This design comes from an exercise in tuning for small area, a short achievable clock period and few clock cycles on the open sky130 flow, not from production work. Where RTL was checked, it was by simulation tests only, not by an equivalence proof against the original.

## calc_ops
module calc_ops (
    input           clk,
    input           rst,
    input  [47:0]   add_a,
    input           add_empty,
    output          add_rden,
    output [47:0]   add_c,
    output          add_wren,
    input  [47:0]   shl_a,
    input           shl_empty,
    output          shl_rden,
    output [47:0]   shl_c,
    output          shl_wren,
    input  [47:0]   mul_a,
    input           mul_empty,
    output          mul_rden,
    output [47:0]   mul_c,
    output          mul_wren
);
Size in the first run: about 2900 cells after synthesis, roughly 300 flip-flops, about 300 I/O pins.
clock: 11.0 ns
lec_check: 0
cap_margin: 20
core_margin: 2
core_utilization: 60
slew_margin: 20
tns_end_percent: 0
standard.sh (not shown) runs the stock make flow with config.mk's settings and CLKGATE_MAP_FILE= SYNTH_SCRIPT=/design/flow/synth_recipe.tcl, a recipe that flattens the netlist after the stock synthesis.
==> flow/flow/run.sh <==
#!/bin/bash
# Own layout flow: the standard ORFS flow, with the port buffers made of
# sky130_fd_sc_hd__buf_1, a clock tree of fewer, larger leaf clusters and
# timing repair aimed below the clock period (the SDC and the clock period
# are unchanged).  make's full output goes to flow_make.log; ORFS keeps each
# step's log under orfs/logs.
set -euo pipefail
MARGIN=${MARGIN:-8.0}
bash standard.sh \
  "BUFFER_PORTS_ARGS=-buffer_cell sky130_fd_sc_hd__buf_1" \
  "CTS_ARGS=-sink_clustering_enable -repair_clock_nets -sink_clustering_size 20 -sink_clustering_max_diameter 80 -buf_list sky130_fd_sc_hd__clkbuf_16 -dont_use_dummy_load" \
  "SETUP_SLACK_MARGIN=$MARGIN" \
  finish > flow_make.log 2>&1
Testbench counts at the start, summed over its fixed seeds: cycles 13,821.
Next try:
--- a/flow/config.mk
+++ b/flow/config.mk
@@ -7,5 +7,6 @@
 export LEC_CHECK = 0
+export ABC_AREA = 1
 export CAP_MARGIN = 20
 export CORE_MARGIN = 2
-export CORE_UTILIZATION = 60
+export CORE_UTILIZATION = 40
 export SLEW_MARGIN = 20
Fmax rises by a few percent.
Die area went up by well over a third.
Next try:
--- a/flow/flow/run.sh
+++ b/flow/flow/run.sh
@@ -7,3 +7,3 @@
 set -euo pipefail
-MARGIN=${MARGIN:-8.0}
+MARGIN=${MARGIN:-7.75}
 bash standard.sh \
--- a/flow/config.mk
+++ b/flow/config.mk
@@ -7,3 +7,2 @@
 export LEC_CHECK = 0
-export ABC_AREA = 1
 export CAP_MARGIN = 20
@@ -12,2 +11 @@
 export SLEW_MARGIN = 20
-export TNS_END_PERCENT = 0
Non-clock buffer count increases by 64; setup slack got worse by 0.15 ns.

========
## v25
calc_ops, a different RTL version from the one above (not shown whole).
Size: ~2900 cells after synthesis, ~300 flip-flops, roughly 0.027 mm2 of cells after synthesis.
export LEC_CHECK = 0
export CAP_MARGIN = 20
export CORE_MARGIN = 2
export CORE_UTILIZATION = 40
export SLEW_MARGIN = 20
create_clock -name core_clock -period 11.0 [get_ports {clk}]
run.sh (not shown) runs the stock make flow with config.mk's settings and CLKGATE_MAP_FILE= SYNTH_SCRIPT=/design/flow/synth_recipe.tcl, a recipe that flattens the netlist after the stock synthesis.
Stock flow here: none of the scripts above is used.
v25 finished end to end and its layout was clean on timing, DRC and antenna.
Testbench counts of v25, summed over its fixed seeds: cycles 13,821.
## Diff of input files: v11 against v25
==> flow/flow/run.sh (new file) <==
#!/bin/bash
# Own layout flow: the standard ORFS flow, with the port buffers made of
# sky130_fd_sc_hd__buf_2 and timing repair aimed below the clock period (the
# SDC and the clock period are unchanged).  make's full output goes to
# flow_make.log; ORFS keeps each step's log under orfs/logs.
set -euo pipefail
MARGIN=${MARGIN:-7.5}
bash standard.sh \
  "BUFFER_PORTS_ARGS=-buffer_cell sky130_fd_sc_hd__buf_2" \
  "SETUP_SLACK_MARGIN=$MARGIN" \
  finish > flow_make.log 2>&1
==> flow/standard.sh (new file) <==
#!/bin/bash
# synth_recipe.tcl (not shown) runs the flow's synth.tcl, then flattens the netlist and writes it again
# the make line also repeats each setting of config.mk as NAME=value (left out here)
make -C /OpenROAD-flow-scripts/flow DESIGN_CONFIG=/design/flow/config.mk WORK_HOME=/design/flow/orfs CLKGATE_MAP_FILE= SYNTH_SCRIPT=/design/flow/synth_recipe.tcl "${@:-finish}"
removed: flow/run.sh
Findings:
v11 vs v25: maximum clock rate up. v11 vs v25: shortest period the worst path allows down. Looking at worst setup slack after placement, v11 sits above v25. The routability congestion estimate from global placement in v25 is 0.938 times that in v11.
diff inputs: v11 => v21
- CTS_BUF_LIST newly set to sky130_fd_sc_hd__clkbuf_8
diff --git a/flow/flow/run.sh b/flow/flow/run.sh
--- a/flow/flow/run.sh
+++ b/flow/flow/run.sh
@@ -9 +9 @@
-  "BUFFER_PORTS_ARGS=-buffer_cell sky130_fd_sc_hd__buf_2" \
+  "BUFFER_PORTS_ARGS=-buffer_cell sky130_fd_sc_hd__buf_1" \
## What came out
The clock skew number comes out lower for v11 vs v21.
Latest clock arrival within the worst-skew pair up 0.16 ns in v21 wrt v11
v21 ended up with sky130_fd_sc_hd__or3_1 as its slowest library cell on the worst path; v11 ended up with sky130_fd_sc_hd__a21oi_1.
Looking at peak per-stage delay on the critical path, v21 sits 0.02 ns above v11.
Changes observed in v21 relative to v11: routed length per instance now larger, number of global-route vias before repair went up 2.4%, layout overhead on the synthesized area saw a decrease, setup slack rose 0.067 ns.
v21 vs v11: via count up slightly
Share of synthesized cell area in full adder, half adder and majority cells: v11 vs v21 identical
Between v11 and v21, the area occupied by registers is higher for v21.

========
Setup of alpha:
Another version of the RTL of calc_ops (not shown whole).
Size: roughly 2,900 cells after synthesis, roughly 300 I/O pins.
Settings: LEC_CHECK=0, CAP_MARGIN=20, CORE_MARGIN=2, CORE_UTILIZATION=50, SLEW_MARGIN=20, TNS_END_PERCENT=0; clock period 11.0 ns.
standard.sh (not shown) runs the stock make flow with config.mk's settings and CLKGATE_MAP_FILE= SYNTH_SCRIPT=/design/flow/synth_recipe.tcl, a recipe that flattens the netlist after the stock synthesis.
==> flow/flow/run.sh <==
#!/bin/bash
# Own layout flow: the standard ORFS flow, with the port buffers made of
# sky130_fd_sc_hd__buf_1, a clock tree of fewer, larger leaf clusters and
# timing repair aimed below the clock period (the SDC and the clock period
# are unchanged).  make's full output goes to flow_make.log; ORFS keeps each
# step's log under orfs/logs.
set -euo pipefail
MARGIN=${MARGIN:-8.0}
bash standard.sh \
  "BUFFER_PORTS_ARGS=-buffer_cell sky130_fd_sc_hd__buf_1" \
  "CTS_ARGS=-sink_clustering_enable -repair_clock_nets -sink_clustering_size 20 -sink_clustering_max_diameter 80 -buf_list sky130_fd_sc_hd__clkbuf_16 -dont_use_dummy_load" \
  "SETUP_SLACK_MARGIN=$MARGIN" \
  finish > flow_make.log 2>&1
Testbench counts of alpha, summed over its fixed seeds: cycles 13,821.
Changes in gamma relative to alpha:
Settings: CORE_UTILIZATION now 60, was 50.
==> comparison <==
Looking at cell depth of the worst flop-to-flop path, gamma sits 1 higher than alpha does. Compared with alpha, gamma shows routed wire length lower by about 5.5%. Clock-buffer cell count: gamma lower than alpha. Relative max-transition margin came out lower on gamma than on alpha. alpha → gamma: number of ordinary and repair buffers in the finished layout now sits higher; sequential standard cell area moved up. gamma — post-route non-filler standard cell count about 3.6% lower, alpha as reference. For area of all placed cells without fillers, alpha and gamma come out practically identical.

========
Another version of the RTL of calc_ops (not shown whole).
Size: about 2900 cells after synthesis, ~300 flip-flops, roughly 27000 um2 of cells after synthesis.
Settings: LEC_CHECK=0, CAP_MARGIN=20, CORE_MARGIN=2, CORE_UTILIZATION=40, CTS_BUF_LIST=sky130_fd_sc_hd__clkbuf_8, SLEW_MARGIN=20; clock period 11.0 ns.
==> flow/flow/run.sh <==
#!/bin/bash
# Own layout flow: the standard ORFS flow, with the port buffers made of
# sky130_fd_sc_hd__buf_1 and timing repair aimed below the clock period (the
# SDC and the clock period are unchanged).  make's full output goes to
# flow_make.log; ORFS keeps each step's log under orfs/logs.
set -euo pipefail
MARGIN=${MARGIN:-7.5}
bash standard.sh \
  "BUFFER_PORTS_ARGS=-buffer_cell sky130_fd_sc_hd__buf_1" \
  "SETUP_SLACK_MARGIN=$MARGIN" \
  finish > flow_make.log 2>&1
Next try:
--- a/flow/flow/run.sh
+++ b/flow/flow/run.sh
@@ -7 +7 @@
-MARGIN=${MARGIN:-7.5}
+MARGIN=${MARGIN:-8.0}
Settings changed: TNS_END_PERCENT set to 0.
=>
- area after synthesis does not change
- fmax goes up by 2.0%
- routed wire length is higher by 1.4%
- worst hold slack gains 0.038 ns
- register-to-register slack gets better by 0.07 ns
- worst setup slack improves by 0.069 ns
- count of clock-buffer cells in the layout falls by 8
No run of this note included a check of the RTL's function; only the layout flow was run.

========
RTL: one of the versions met above, not the one the previous note started from.
For scale: ~2900 cells after synthesis, about 300 flip-flops, ~300 I/O pins, about 26000 sq um of cells after synthesis.
==> flow/config.mk <==
export PLATFORM = sky130hd
export DESIGN_NAME = calc_ops
export DESIGN_NICKNAME = calc_ops
export VERILOG_FILES = /design/flow/design.v
export SDC_FILE = /design/flow/constraint.sdc
export NUM_CORES = 4
export LEC_CHECK = 0
export CAP_MARGIN = 20
export CORE_MARGIN = 2
export CORE_UTILIZATION = 40
export SLEW_MARGIN = 20
export TNS_END_PERCENT = 0
==> flow/constraint.sdc <==
create_clock -name core_clock -period 11.0 [get_ports {clk}]
set_input_delay 2.2000 -clock core_clock [delete_from_list [all_inputs] [get_ports {clk}]]
set_output_delay 2.2000 -clock core_clock [all_outputs]
set_load 0.01 [all_outputs]
==> flow/flow/run.sh <==
#!/bin/bash
# Own layout flow: the standard ORFS flow, with the port buffers made of
# sky130_fd_sc_hd__buf_1, a clock tree of fewer, larger leaf clusters and
# timing repair aimed below the clock period (the SDC and the clock period
# are unchanged).  make's full output goes to flow_make.log; ORFS keeps each
# step's log under orfs/logs.
set -euo pipefail
MARGIN=${MARGIN:-8.0}
bash standard.sh \
  "BUFFER_PORTS_ARGS=-buffer_cell sky130_fd_sc_hd__buf_1" \
  "CTS_ARGS=-sink_clustering_enable -repair_clock_nets -sink_clustering_size 20 -sink_clustering_max_diameter 80 -buf_list sky130_fd_sc_hd__clkbuf_16 -dont_use_dummy_load" \
  "SETUP_SLACK_MARGIN=$MARGIN" \
  finish > flow_make.log 2>&1
Testbench counts at the start, summed over its fixed seeds: cycles 13,821.
Rerun with:
==> flow/flow/run.sh (replaced) <==
#!/bin/bash
# Own layout flow: the standard ORFS flow, with the port buffers made of
# sky130_fd_sc_hd__buf_1 and timing repair aimed below the clock period (the
# SDC and the clock period are unchanged).  make's full output goes to
# flow_make.log; ORFS keeps each step's log under orfs/logs.
set -euo pipefail
MARGIN=${MARGIN:-8.0}
bash standard.sh \
  "BUFFER_PORTS_ARGS=-buffer_cell sky130_fd_sc_hd__buf_1" \
  "SETUP_SLACK_MARGIN=$MARGIN" \
  finish > flow_make.log 2>&1
CTS_BUF_LIST = sky130_fd_sc_hd__clkbuf_8   (was not set)
Setup slack is worse by 0.035 ns.
Critical path depth is unchanged.
Final area grows by 1.1%.
Non-clock buffer count goes down by 20.
Utilization goes up by 0.47 points.
First-iteration DRC count decreases by 7.8%.
Area after synthesis does not change.

[afterwards: timing with drivers on the ports]
How much do the figures lean on ideal ports? The routed layouts below were timed once more, with nothing changed but the port constraints.
Step 1 assumes that a clkbuf_16 drives the clock port and a buf_2 every other input.
Step 2 also shifts input and output timing later by t, the mid clock arrival at the registers, as if the neighbouring blocks saw the same clock.
Slacks: ideal / step 1 / step 2; pairs: ideal / step 1.
run | t (ns) | setup slack, ns | hold WS [ns] | clock arrival spread, ns | worst data-port slew with drivers (ns)
the first run of note 1 | 0.613 | 7.575 / 7.575 / 7.003 | 0.406 / 0.406 / 0.406 | 0.061 / 0.061 | 0.05
the second run of note 1 | 0.620 | 7.699 / 7.650 / 7.221 | 0.411 / 0.411 / 0.411 | 0.041 / 0.042 | 0.05
the third run of note 1 | 0.645 | 7.547 / 7.547 / 7.132 | 0.396 / 0.396 / 0.396 | 0.073 / 0.073 | 0.04
v25 | 0.627 | 6.689 / 6.689 / 6.563 | 0.452 / 0.452 / 0.452 | 0.025 / 0.025 | 0.05
v11 | 0.625 | 7.420 / 7.420 / 7.161 | 0.450 / 0.450 / 0.450 | 0.027 / 0.027 | 0.06
v21 | 0.758 | 7.487 / 7.458 / 6.947 | 0.444 / 0.444 / 0.444 | 0.054 / 0.054 | 0.08
alpha | 0.628 | 7.683 / 7.641 / 7.094 | 0.386 / 0.386 / 0.386 | 0.047 / 0.046 | 0.09
gamma | 0.615 | 7.702 / 7.701 / 7.125 | 0.400 / 0.400 / 0.400 | 0.056 / 0.056 | 0.10
the first run of note 4 | 0.748 | 7.474 / 7.474 / 6.858 | 0.382 / 0.382 / 0.382 | 0.067 / 0.067 | 0.06
the second run of note 4 | 0.742 | 7.543 / 7.535 / 6.939 | 0.420 / 0.420 / 0.420 | 0.043 / 0.043 | 0.08
the first run of note 5 | 0.641 | 7.573 / 7.559 / 7.039 | 0.395 / 0.395 / 0.395 | 0.055 / 0.055 | 0.15
the second run of note 5 | 0.748 | 7.537 / 7.475 / 6.887 | 0.389 / 0.389 / 0.389 | 0.031 / 0.031 | 0.16
After both steps every run listed still meets setup and hold. The setup slack of the second run of note 5, which loses most, moves by -0.062 ns with the drivers and by -0.650 ns with both steps.
